This design comes from an exercise in tuning for small area on the open sky130 flow, not from production work.
Function was checked by simulation only, so behaviour that the tests miss may differ from the original.
Power is estimated from default activity; no workload was simulated.

File: design/flow/config.mk
export PLATFORM = sky130hd
export DESIGN_NAME = apb_i2c_master
export DESIGN_NICKNAME = apb_i2c_master
export VERILOG_FILES = /design/flow/design.v
export SDC_FILE = /design/flow/constraint.sdc
export NUM_CORES = 4
export LEC_CHECK = 0
export CAP_MARGIN = 20
export CORE_MARGIN = 2
export CORE_UTILIZATION = 40
export SLEW_MARGIN = 20
File: design/flow/constraint.sdc
create_clock -name core_clock -period 10.0 [get_ports {pclk}]
set_input_delay 2.0000 -clock core_clock [delete_from_list [all_inputs] [get_ports {pclk}]]
set_output_delay 2.0000 -clock core_clock [all_outputs]
set_load 0.01 [all_outputs]
File: design/flow/design.v
module apb_i2c_master #(
  parameter int APB_ADDR_WIDTH = 8,
  parameter int CLK_DIV_WIDTH  = 16
) (
  input  logic                      pclk,
  input  logic                      presetn,
  input  logic [APB_ADDR_WIDTH-1:0] paddr,
  input  logic                      psel,
  input  logic                      penable,
  input  logic                      pwrite,
  input  logic [31:0]               pwdata,
  output logic [31:0]               prdata,
  output logic                      pready,
  output logic                      pslverr,
  input  logic                      scl_i,
  output logic                      scl_o,
  output logic                      scl_oe,
  output logic                      sda_o,
  output logic                      sda_oe,
  input  logic                      sda_i,
  output logic                      irq
);
  typedef enum logic [2:0] {
    IDLE,
    START,
    BIT_SEND,
    BIT_RECV,
    ACK_PHASE,
    STOP_WAIT,
    STOP_RELEASE,
    COMPLETE
  } state_t;
  localparam logic [APB_ADDR_WIDTH-1:0] REG_CTRL       = 8'h00;
  localparam logic [APB_ADDR_WIDTH-1:0] REG_STATUS     = 8'h04;
  localparam logic [APB_ADDR_WIDTH-1:0] REG_CLKDIV     = 8'h08;
  localparam logic [APB_ADDR_WIDTH-1:0] REG_TXDATA     = 8'h0C;
  localparam logic [APB_ADDR_WIDTH-1:0] REG_RXDATA     = 8'h10;
  localparam logic [APB_ADDR_WIDTH-1:0] REG_CMD        = 8'h14;
  localparam logic [APB_ADDR_WIDTH-1:0] REG_IRQ_STATUS = 8'h18;
  localparam logic [APB_ADDR_WIDTH-1:0] REG_IRQ_ENABLE = 8'h1C;
  typedef struct packed {
    logic enable;
    logic hold_scl_low;
    logic [29:0] rsvd;
  } ctrl_reg_t;
  typedef struct packed {
    logic busy;
    logic tip;
    logic rx_valid;
    logic tx_empty;
    logic nack_rcv;
    logic arb_lost;
    logic stretch_seen;
    logic irq_pending;
    logic cmd_error;
    logic [22:0] rsvd;
  } status_reg_t;
  ctrl_reg_t    ctrl_reg;
  status_reg_t  status_reg;
  logic [CLK_DIV_WIDTH-1:0] clk_div_reg;
  logic [7:0]               txdata_reg;
  logic [7:0]               rxdata_reg;
  logic [4:0]               cmd_reg;
  logic                     tx_buffer_valid;
  logic                     irq_status_done;
  logic                     irq_status_err;
  logic [1:0]               irq_enable_reg;
  logic cmd_start, cmd_stop, cmd_read, cmd_write, cmd_ack;
  assign {cmd_ack, cmd_write, cmd_read, cmd_stop, cmd_start} = cmd_reg;
  state_t state;
  logic   command_active;
  logic   active_stop;
  logic   active_read;
  logic   active_ack;
  logic [3:0]               bit_cnt;
  logic [7:0]               shift_reg;
  logic                     scl_drive_low;
  logic                     sda_drive_low;
  logic                     current_tx_bit;
  logic                     ack_from_slave;
  logic [2:0] scl_filter;
  logic [2:0] sda_filter;
  logic       scl_sync;
  logic       sda_sync;
  logic       scl_sync_d;
  logic       sda_sync_d;
  logic       start_detect;
  logic       stop_detect;
  logic [CLK_DIV_WIDTH-1:0] clk_cnt;
  logic                     scl_tick;
  logic                     hold_for_stretch;
  logic bus_busy;
  logic cmd_consumed;
  logic consume_tx_byte;
  logic set_rx_valid;
  logic clr_rx_valid;
  logic clear_stretch;
  logic accept_event;
  logic update_error_flags;
  logic clear_error_flags;
  logic done_event;
  logic error_event;
  logic nack_latched;
  logic cmd_error_flag;
  logic arb_lost_flag;
  wire apb_write = psel & penable & pwrite;
  wire apb_read  = psel & penable & ~pwrite;
  assign pready  = 1'b1;
  assign pslverr = 1'b0;
  assign irq = ((irq_status_done & irq_enable_reg[0]) |
                (irq_status_err  & irq_enable_reg[1])) & ctrl_reg.enable;
  always_ff @(posedge pclk or negedge presetn) begin
    if (!presetn) begin
      scl_filter <= 3'b111;
      sda_filter <= 3'b111;
      scl_sync   <= 1'b1;
      sda_sync   <= 1'b1;
    end else begin
      scl_filter <= {scl_filter[1:0], scl_i};
      sda_filter <= {sda_filter[1:0], sda_i};
      if (&scl_filter)
        scl_sync <= 1'b1;
      else if (~|scl_filter)
        scl_sync <= 1'b0;
      if (&sda_filter)
        sda_sync <= 1'b1;
      else if (~|sda_filter)
        sda_sync <= 1'b0;
    end
  end
  always_ff @(posedge pclk or negedge presetn) begin
    if (!presetn) begin
      scl_sync_d <= 1'b1;
      sda_sync_d <= 1'b1;
    end else begin
      scl_sync_d <= scl_sync;
      sda_sync_d <= sda_sync;
    end
  end
  assign start_detect = (sda_sync_d == 1'b1) && (sda_sync == 1'b0) && (scl_sync == 1'b1);
  assign stop_detect  = (sda_sync_d == 1'b0) && (sda_sync == 1'b1) && (scl_sync == 1'b1);
  assign hold_for_stretch = (~scl_drive_low) && (scl_sync == 1'b0);
  always_ff @(posedge pclk or negedge presetn) begin
    if (!presetn) begin
      clk_cnt  <= '0;
      scl_tick <= 1'b0;
    end else if (!ctrl_reg.enable) begin
      clk_cnt  <= '0;
      scl_tick <= 1'b0;
    end else if (hold_for_stretch) begin
      clk_cnt  <= clk_cnt;
      scl_tick <= 1'b0;
    end else if (state == IDLE || state == COMPLETE) begin
      clk_cnt  <= clk_div_reg;
      scl_tick <= 1'b0;
    end else if (clk_cnt == '0) begin
      clk_cnt  <= clk_div_reg;
      scl_tick <= 1'b1;
    end else begin
      clk_cnt  <= clk_cnt - 1'b1;
      scl_tick <= 1'b0;
    end
  end
  always_ff @(posedge pclk or negedge presetn) begin
    if (!presetn) begin
      bus_busy <= 1'b0;
    end else if (!ctrl_reg.enable) begin
      bus_busy <= 1'b0;
    end else begin
      if (start_detect)
        bus_busy <= 1'b1;
      if (stop_detect)
        bus_busy <= 1'b0;
    end
  end
  always_ff @(posedge pclk or negedge presetn) begin
    if (!presetn) begin
      ctrl_reg        <= '0;
      clk_div_reg     <= '0;
      txdata_reg      <= '0;
      tx_buffer_valid <= 1'b0;
      cmd_reg         <= '0;
      irq_status_done <= 1'b0;
      irq_status_err  <= 1'b0;
      irq_enable_reg  <= 2'b01;
    end else begin
      if (done_event)
        irq_status_done <= 1'b1;
      if (error_event)
        irq_status_err  <= 1'b1;
      if (cmd_consumed)
        cmd_reg <= '0;
      if (consume_tx_byte)
        tx_buffer_valid <= 1'b0;
      if (apb_write) begin
        unique case (paddr)
          REG_CTRL: begin
            ctrl_reg.enable       <= pwdata[0];
            ctrl_reg.hold_scl_low <= pwdata[2];
          end
          REG_CLKDIV: clk_div_reg <= pwdata[CLK_DIV_WIDTH-1:0];
          REG_TXDATA: begin
            txdata_reg      <= pwdata[7:0];
            tx_buffer_valid <= 1'b1;
          end
          REG_CMD: cmd_reg <= pwdata[4:0];
          REG_IRQ_STATUS: begin
            if (pwdata[0]) irq_status_done <= 1'b0;
            if (pwdata[1]) irq_status_err  <= 1'b0;
          end
          REG_IRQ_ENABLE: irq_enable_reg <= pwdata[1:0];
          default: ;
        endcase
      end
      if (!ctrl_reg.enable) begin
        cmd_reg         <= '0;
        irq_status_done <= 1'b0;
        irq_status_err  <= 1'b0;
        tx_buffer_valid <= 1'b0;
      end
    end
  end
  assign clr_rx_valid = (!ctrl_reg.enable) || (apb_read && paddr == REG_RXDATA) || accept_event;
  assign clear_stretch = done_event;
  assign update_error_flags = done_event;
  assign clear_error_flags  = accept_event || !ctrl_reg.enable;
  always_ff @(posedge pclk or negedge presetn) begin
    if (!presetn) begin
      status_reg <= '0;
    end else begin
      status_reg.tx_empty    <= (!command_active) && (cmd_reg == '0);
      status_reg.tip         <= (command_active && state != COMPLETE);
      status_reg.busy        <= bus_busy;
      status_reg.irq_pending <= irq;
      if (!ctrl_reg.enable) begin
        status_reg.stretch_seen <= 1'b0;
        status_reg.rx_valid     <= 1'b0;
        status_reg.nack_rcv     <= 1'b0;
        status_reg.cmd_error    <= 1'b0;
        status_reg.arb_lost     <= 1'b0;
      end else begin
        if (hold_for_stretch)
          status_reg.stretch_seen <= 1'b1;
        else if (clear_stretch)
          status_reg.stretch_seen <= 1'b0;
        if (set_rx_valid)
          status_reg.rx_valid <= 1'b1;
        else if (clr_rx_valid)
          status_reg.rx_valid <= 1'b0;
        if (update_error_flags) begin
          status_reg.nack_rcv  <= nack_latched;
          status_reg.cmd_error <= cmd_error_flag;
          status_reg.arb_lost  <= arb_lost_flag;
        end else if (clear_error_flags) begin
          status_reg.nack_rcv  <= 1'b0;
          status_reg.cmd_error <= 1'b0;
          status_reg.arb_lost  <= 1'b0;
        end
      end
    end
  end
  always_comb begin
    prdata = '0;
    unique case (paddr)
      REG_CTRL: begin
        prdata[0] = ctrl_reg.enable;
        prdata[2] = ctrl_reg.hold_scl_low;
      end
      REG_STATUS: begin
        prdata[0] = status_reg.busy;
        prdata[1] = status_reg.tip;
        prdata[2] = status_reg.rx_valid;
        prdata[3] = status_reg.tx_empty;
        prdata[4] = status_reg.nack_rcv;
        prdata[5] = status_reg.arb_lost;
        prdata[6] = status_reg.stretch_seen;
        prdata[7] = status_reg.irq_pending;
        prdata[8] = status_reg.cmd_error;
      end
      REG_CLKDIV: prdata[CLK_DIV_WIDTH-1:0] = clk_div_reg;
      REG_TXDATA: prdata[7:0] = txdata_reg;
      REG_RXDATA: prdata[7:0] = rxdata_reg;
      REG_CMD:    prdata[4:0] = cmd_reg;
      REG_IRQ_STATUS: begin
        prdata[0] = irq_status_done;
        prdata[1] = irq_status_err;
      end
      REG_IRQ_ENABLE: prdata[1:0] = irq_enable_reg;
      default: prdata = '0;
    endcase
  end
  always_ff @(posedge pclk or negedge presetn) begin
    if (!presetn) begin
      state            <= IDLE;
      command_active   <= 1'b0;
      active_stop      <= 1'b0;
      active_read      <= 1'b0;
      active_ack       <= 1'b0;
      bit_cnt          <= 4'd0;
      shift_reg        <= 8'h00;
      scl_drive_low    <= 1'b0;
      sda_drive_low    <= 1'b0;
      current_tx_bit   <= 1'b0;
      ack_from_slave   <= 1'b1;
      rxdata_reg       <= 8'h00;
      nack_latched     <= 1'b0;
      cmd_error_flag   <= 1'b0;
      arb_lost_flag    <= 1'b0;
      done_event       <= 1'b0;
      error_event      <= 1'b0;
      cmd_consumed     <= 1'b0;
      consume_tx_byte  <= 1'b0;
      set_rx_valid     <= 1'b0;
      accept_event     <= 1'b0;
    end else begin
      done_event      <= 1'b0;
      error_event     <= 1'b0;
      cmd_consumed    <= 1'b0;
      consume_tx_byte <= 1'b0;
      set_rx_valid    <= 1'b0;
      accept_event    <= 1'b0;
      if (!ctrl_reg.enable) begin
        state          <= IDLE;
        command_active <= 1'b0;
        scl_drive_low  <= ctrl_reg.hold_scl_low;
        sda_drive_low  <= 1'b0;
        nack_latched   <= 1'b0;
        cmd_error_flag <= 1'b0;
        arb_lost_flag  <= 1'b0;
        ack_from_slave <= 1'b1;
        active_stop    <= 1'b0;
        active_read    <= 1'b0;
        active_ack     <= 1'b0;
      end else begin
        unique case (state)
          IDLE: begin
            scl_drive_low  <= ctrl_reg.hold_scl_low;
            sda_drive_low  <= 1'b0;
            nack_latched   <= 1'b0;
            cmd_error_flag <= 1'b0;
            arb_lost_flag  <= 1'b0;
            if (cmd_reg != '0) begin
              logic illegal;
              illegal = 1'b0;
              if (cmd_write && cmd_read)
                illegal = 1'b1;
              if (cmd_ack && !cmd_read)
                illegal = 1'b1;
              if (!cmd_start && !cmd_stop && !cmd_write && !cmd_read)
                illegal = 1'b1;
              if (cmd_start && !(cmd_write || cmd_read))
                illegal = 1'b1;
              if ((cmd_write || cmd_read) && !tx_buffer_valid)
                illegal = 1'b1;
              if (illegal) begin
                command_active <= 1'b1;
                cmd_error_flag <= 1'b1;
                done_event     <= 1'b1;
                error_event    <= 1'b1;
                cmd_consumed   <= 1'b1;
                active_stop    <= 1'b0;
                active_read    <= 1'b0;
                active_ack     <= 1'b0;
                ack_from_slave <= 1'b1;
                state          <= COMPLETE;
              end else if (cmd_stop && !cmd_start && !cmd_write && !cmd_read) begin
                command_active <= 1'b1;
                active_stop    <= 1'b1;
                active_read    <= 1'b0;
                active_ack     <= 1'b0;
                cmd_consumed   <= 1'b1;
                accept_event   <= 1'b1;
                ack_from_slave <= 1'b1;
                state          <= STOP_WAIT;
              end else begin
                command_active <= 1'b1;
                active_stop    <= cmd_stop;
                active_read    <= cmd_read;
                active_ack     <= cmd_ack;
                cmd_consumed   <= 1'b1;
                accept_event   <= 1'b1;
                ack_from_slave <= 1'b1;
                if (cmd_write || cmd_read) begin
                  shift_reg        <= txdata_reg;
                  bit_cnt          <= 4'd7;
                  current_tx_bit   <= txdata_reg[7];
                  consume_tx_byte  <= 1'b1;
                end
                if (cmd_start) begin
                  state <= START;
                end else begin
                  state         <= (cmd_write || cmd_read) ? BIT_SEND : COMPLETE;
                  if (!(cmd_write || cmd_read)) begin
                    done_event <= 1'b1;
                  end
                  if (cmd_write || cmd_read)
                    scl_drive_low <= 1'b1;
                end
              end
            end
          end
          START: begin
            sda_drive_low <= 1'b1;
            scl_drive_low <= 1'b0;
            if (scl_sync && scl_tick) begin
              state         <= BIT_SEND;
              scl_drive_low <= 1'b1;
            end
          end
          BIT_SEND: begin
            if (scl_tick) begin
              logic was_low;
              was_low = scl_drive_low;
              scl_drive_low <= ~scl_drive_low;
              if (!was_low) begin
                current_tx_bit <= shift_reg[bit_cnt];
                sda_drive_low  <= ~shift_reg[bit_cnt];
              end else begin
                if (current_tx_bit && (sda_sync == 1'b0)) begin
                  arb_lost_flag <= 1'b1;
                  error_event   <= 1'b1;
                  done_event    <= 1'b1;
                  state         <= COMPLETE;
                  sda_drive_low <= 1'b0;
                  scl_drive_low <= 1'b0;
                end else begin
                  if (bit_cnt == 4'd0) begin
                    state          <= ACK_PHASE;
                    ack_from_slave <= 1'b1;
                    sda_drive_low  <= 1'b0;
                  end else begin
                    bit_cnt <= bit_cnt - 1'b1;
                  end
                end
              end
            end else if (!scl_drive_low && current_tx_bit && (sda_sync == 1'b0)) begin
              arb_lost_flag <= 1'b1;
              error_event   <= 1'b1;
              done_event    <= 1'b1;
              state         <= COMPLETE;
              sda_drive_low <= 1'b0;
              scl_drive_low <= 1'b0;
            end
          end
          ACK_PHASE: begin
            if (ack_from_slave) begin
              if (scl_tick) begin
                logic was_low;
                was_low = scl_drive_low;
                scl_drive_low <= ~scl_drive_low;
                if (!was_low) begin
                  sda_drive_low <= 1'b0;
                end else begin
                  nack_latched <= sda_sync;
                  if (sda_sync) begin
                    error_event <= 1'b1;
                  end
                  if (active_read && !sda_sync) begin
                    state   <= BIT_RECV;
                    bit_cnt <= 4'd7;
                  end else if (active_stop) begin
                    state <= STOP_WAIT;
                  end else begin
                    done_event <= 1'b1;
                    state      <= COMPLETE;
                  end
                end
              end
            end else begin
              if (scl_tick) begin
                logic was_low;
                was_low = scl_drive_low;
                scl_drive_low <= ~scl_drive_low;
                if (!was_low) begin
                  if (!active_ack)
                    sda_drive_low <= 1'b0;
                end else begin
                  if (active_stop)
                    state <= STOP_WAIT;
                  else begin
                    done_event <= 1'b1;
                    state      <= COMPLETE;
                  end
                end
              end
            end
          end
          BIT_RECV: begin
            if (scl_tick) begin
              logic was_low;
              was_low = scl_drive_low;
              scl_drive_low <= ~scl_drive_low;
              if (was_low) begin
                shift_reg[bit_cnt] <= sda_sync;
                if (bit_cnt == 4'd0) begin
                  rxdata_reg   <= {shift_reg[7:1], sda_sync};
                  set_rx_valid <= 1'b1;
                  state        <= ACK_PHASE;
                  ack_from_slave <= 1'b0;
                  sda_drive_low  <= active_ack;
                end else begin
                  bit_cnt <= bit_cnt - 1'b1;
                end
              end else begin
                if (bit_cnt == 4'd0 && !active_ack)
                  sda_drive_low <= 1'b0;
              end
            end
          end
          STOP_WAIT: begin
            scl_drive_low <= 1'b0;
            sda_drive_low <= 1'b1;
            if (scl_sync)
              state <= STOP_RELEASE;
          end
          STOP_RELEASE: begin
            scl_drive_low <= 1'b0;
            sda_drive_low <= 1'b0;
            done_event    <= 1'b1;
            state         <= COMPLETE;
          end
          COMPLETE: begin
            scl_drive_low  <= ctrl_reg.hold_scl_low;
            sda_drive_low  <= 1'b0;
            command_active <= 1'b0;
            state          <= IDLE;
            active_stop    <= 1'b0;
            active_read    <= 1'b0;
            active_ack     <= 1'b0;
            if (nack_latched || cmd_error_flag || arb_lost_flag)
              error_event <= 1'b1;
          end
          default: state <= IDLE;
        endcase
      end
    end
  end
  assign scl_o  = 1'b0;
  assign scl_oe = scl_drive_low;
  assign sda_o  = 1'b0;
  assign sda_oe = sda_drive_low;
endmodule
File: design/flow/run.sh
#!/bin/bash
# synth_recipe.tcl (not shown) runs the flow's synth.tcl, then flattens the netlist and writes it again
# the make line also repeats each setting of config.mk as NAME=value (left out here)
make -C /OpenROAD-flow-scripts/flow DESIGN_CONFIG=/design/flow/config.mk WORK_HOME=/design/flow/orfs CLKGATE_MAP_FILE= SYNTH_SCRIPT=/design/flow/synth_recipe.tcl finish
==> summary.txt <==
==> stage by stage <==
step                      area, um2  total power, uW  setup slack [ns]  hold slack, ns
after global routing           7450             1770              3.26           0.381
after CTS                      7440             1660              3.34           0.375
after global placement         7130             1260              3.41           0.357
after floorplan                6610             1100              4.53           0.354
after detailed placement       7130             1280              3.35           0.359
final                          7450             1660              3.38           0.373
==> layer usage <==
metal | vias to the layer above | global-route usage | part of all wire
met5 | - | 0 | 0
met4 | 0 | 0.0537 | 0.014
met3 | 23 | 0.0388 | 0.047
met2 | 151 | 0.321 | 0.47
met1 | 2709 | 0.295 | 0.47
li1 | 2512 | - | -
==> layout make-up <==
type                            count  area, um2
Fill cell                        1546       8500
Inverter                           25       93.8
Timing Repair Buffer               60        571
Tap cell                          216        270
Sequential cell                   112       2820
Multi-Input combinational cell    501       3390
Clock buffer                        9        225
Clock inverter                      7       78.8
==> worst min path at each step <==
stage	from	to	slack (ns)	cells past startpoint
3_5_place_dp	sda_filter[1]	sda_filter[2]	0.36	0
3_3_place_gp	sda_filter[1]	sda_filter[2]	0.36	0
2_1_floorplan	scl_filter[1]	scl_filter[2]	0.35	0
4_1_cts	scl_filter[1]	scl_filter[2]	0.37	0
6_report	scl_filter[1]	scl_filter[2]	0.37	0
5_1_grt	sda_filter[1]	sda_filter[2]	0.38	0
==> critical path: stages <==
cell	delay (ns)
clkdlybuf4s50_1	0.40
or4_4	0.56
or3_1	0.51
nor3b_2	0.42
and2_1	0.20
clkdlybuf4s50_1	0.54
==> cells in the final DEF (no fill, tap or decap), types with 6 or more instances in the layout <==
cell / instances
a211oi_1: 7
a21o_1: 8
a21oi_1: 50
a22oi_1: 16
and2_1: 12
and3_1: 7
buf_4: 12
clkbuf_16: 9
clkdlybuf4s50_1: 48
conb_1: 20
dfrtp_1: 101
dfstp_2: 11
ha_1: 6
inv_1: 23
mux2_2: 44
mux2i_1: 15
nand2_1: 53
nand2b_1: 8
nand3_1: 15
nand3b_1: 6
nand4_1: 8
nor2_1: 38
nor2b_1: 10
nor3_1: 13
nor3b_1: 10
o211ai_1: 7
o21ai_0: 37
o22ai_1: 14
o31ai_1: 6
or3_1: 10
==> where the power goes <==
part / leakage, uW / switching [uW] / total, uW / internal, uW
Sequential: 0.00143 / 123 / 655 / 532
Clock: 0.000151 / 194 / 375 / 181
Combinational: 0.00162 / 366 / 632 / 266
Total: 0.00321 / 684 / 1660 / 978
==> cell families after synthesis <==
kind of cell	Yosys count	synth area share
compound gates	185	0.182
xor+xnor	1	0.00134
fa+ha+maj	6	0.0115
buf+inv	86	0.0645
flops	112	0.431
mux	64	0.116
other cells	2	0.00115
simple gates	225	0.193
==> impl_metrics.env <==
export IMPL_cts_setup_buffers=0
export IMPL_reg2regPathDepth=6
export IMPL_dieArea_um2=17400
export IMPL_yosys_top_cells_count="dfrtp_1, nand2_1, a21oi_1"
export IMPL_ys_warn_count=1
export IMPL_cts_made_buffers=9
export IMPL_crit_path_start="paddr[5]"
export IMPL_vias_per_cell=5.80
export IMPL_finalSetupTns_ns=0
export IMPL_crit_path_max_fanout=7
export IMPL_tritoncts="built"
export IMPL_grt_use_total=0.206
export IMPL_finalNonFillerCells=930
export IMPL_path_class="input pin to output port"
export IMPL_routedWlPerCell_um=18.9
export IMPL_clock_sinks=112
export IMPL_fin_crit_ns=6.62
export IMPL_routed_wl_mm=17.6
export IMPL_worstMarginPinSlew_ns=0.971
export IMPL_synth_most_common_cell="dfrtp_1"
export IMPL_fin_crit_sh=0.662
export IMPL_antenna_cells=0
export IMPL_die_w_um=132
export IMPL_globalplace_congestion=0.889
export IMPL_synth_top_area_share=0.386
export IMPL_crit_path_start_kind="input pin"
export IMPL_cp_data_arrival_time_ns=4.62
export IMPL_grt_max_degree=62
export IMPL_first_pass_iters=4
export IMPL_async_flop_share=1.00
export IMPL_hold_buffers=0
export IMPL_hold_class="register to register"
export IMPL_final_nets=762
export IMPL_ios=86
export IMPL_synth_edf_count=0
export IMPL_cts_resized_gates=0
export IMPL_rrSetupSlack_ns=7.15
export IMPL_setup_viol=0
export IMPL_fin_skew_ns=0.0120
export IMPL_synth_seq_cells=112
export IMPL_port_buffers=49
export IMPL_cap_viol_max_count=0
export IMPL_path_clk_slew_ns=0.08
export IMPL_cts_root_buf="clkbuf_16"
export IMPL_num_vias=5395
export IMPL_hold_viol_final=0
export IMPL_r2r_end="clk_cnt[10]"
export IMPL_antenna_found_initial=0
export IMPL_setup_worst_path_end="prdata[13]"
export IMPL_synth_flop_cell="dfrtp_1"
export IMPL_fmax_mhz=151
export IMPL_max_slew_margin=0.353
export IMPL_syn_area_per_cell_um2=9.60
export IMPL_leakagePower_uw=0.00321
export IMPL_final_core_util=0.467
export IMPL_drc_errors=0
export IMPL_p_per_area_nw_per_um2=223
export IMPL_netlist_top_cell_by_area="dfrtp_1"
export IMPL_vdd_drop_max_uv=112
export IMPL_ant_nets=0
export IMPL_ys_seq_area_frac=0.431
export IMPL_grt_setup_unrepaired="false"
export IMPL_finalMaxSlewViolations=0
export IMPL_syn_inst=681
export IMPL_clock_latency_ns=0.37
export IMPL_drive_gt1_frac=0.164
export IMPL_ys_top_cells_by_area="dfrtp_1, mux2_2, dfstp_2"
export IMPL_grt_pass1_vias=5285
export IMPL_areaGrowthSynthToFinish_pct=13.9
export IMPL_r2r_start="state[2]"
export IMPL_start_util=0.410
export IMPL_core_area_um2=15900
export IMPL_status="timing/DRC/antenna clean"
export IMPL_hpwl_mm=12.7
export IMPL_worstPathRequired_ns=8.00
export IMPL_drtIter0Drc=445
export IMPL_htreeDepth=3
export IMPL_synth_cell_type_count=75
export IMPL_cts_buffer_depth=2
export IMPL_grt_pass1_wl_mm=28.8
export IMPL_die_h_um=132
export IMPL_synth_area_um2=6540
export IMPL_critPathCaptureType="output port"
export IMPL_grt_ovfl_total=0
export IMPL_rows=46
export IMPL_dp_cells=914

## static timing again, ports no longer ideal
No port has a modelled driver above. Below, the same layout with a new extraction and two added sets of constraints. Step 1 (the two cells are an assumption about what drives the block):
set clk [get_ports {pclk}]
set_driving_cell -lib_cell sky130_fd_sc_hd__clkbuf_16 $clk
set_driving_cell -lib_cell sky130_fd_sc_hd__buf_2 [delete_from_list [all_inputs] $clk]
Step 2 times the ports against the registers' clock, not the clock port: input delays grow and output delays shrink by t, the midpoint of the rising clock arrivals with the driver on. Three values: ideal ports, drivers, drivers and shift; two values: the first two.
t, ns: 0.403
setup slack, ns: 3.383 / 3.361 / 3.361
hold slack, ns: 0.373 / 0.373 / 0.373
worst data-port slew with drivers (ns): 0.05
pins driven straight from the clock port: 1
After both steps this run still meets setup and hold. The setup slack of this run moves by -0.022 ns with the drivers and by -0.022 ns with both steps.
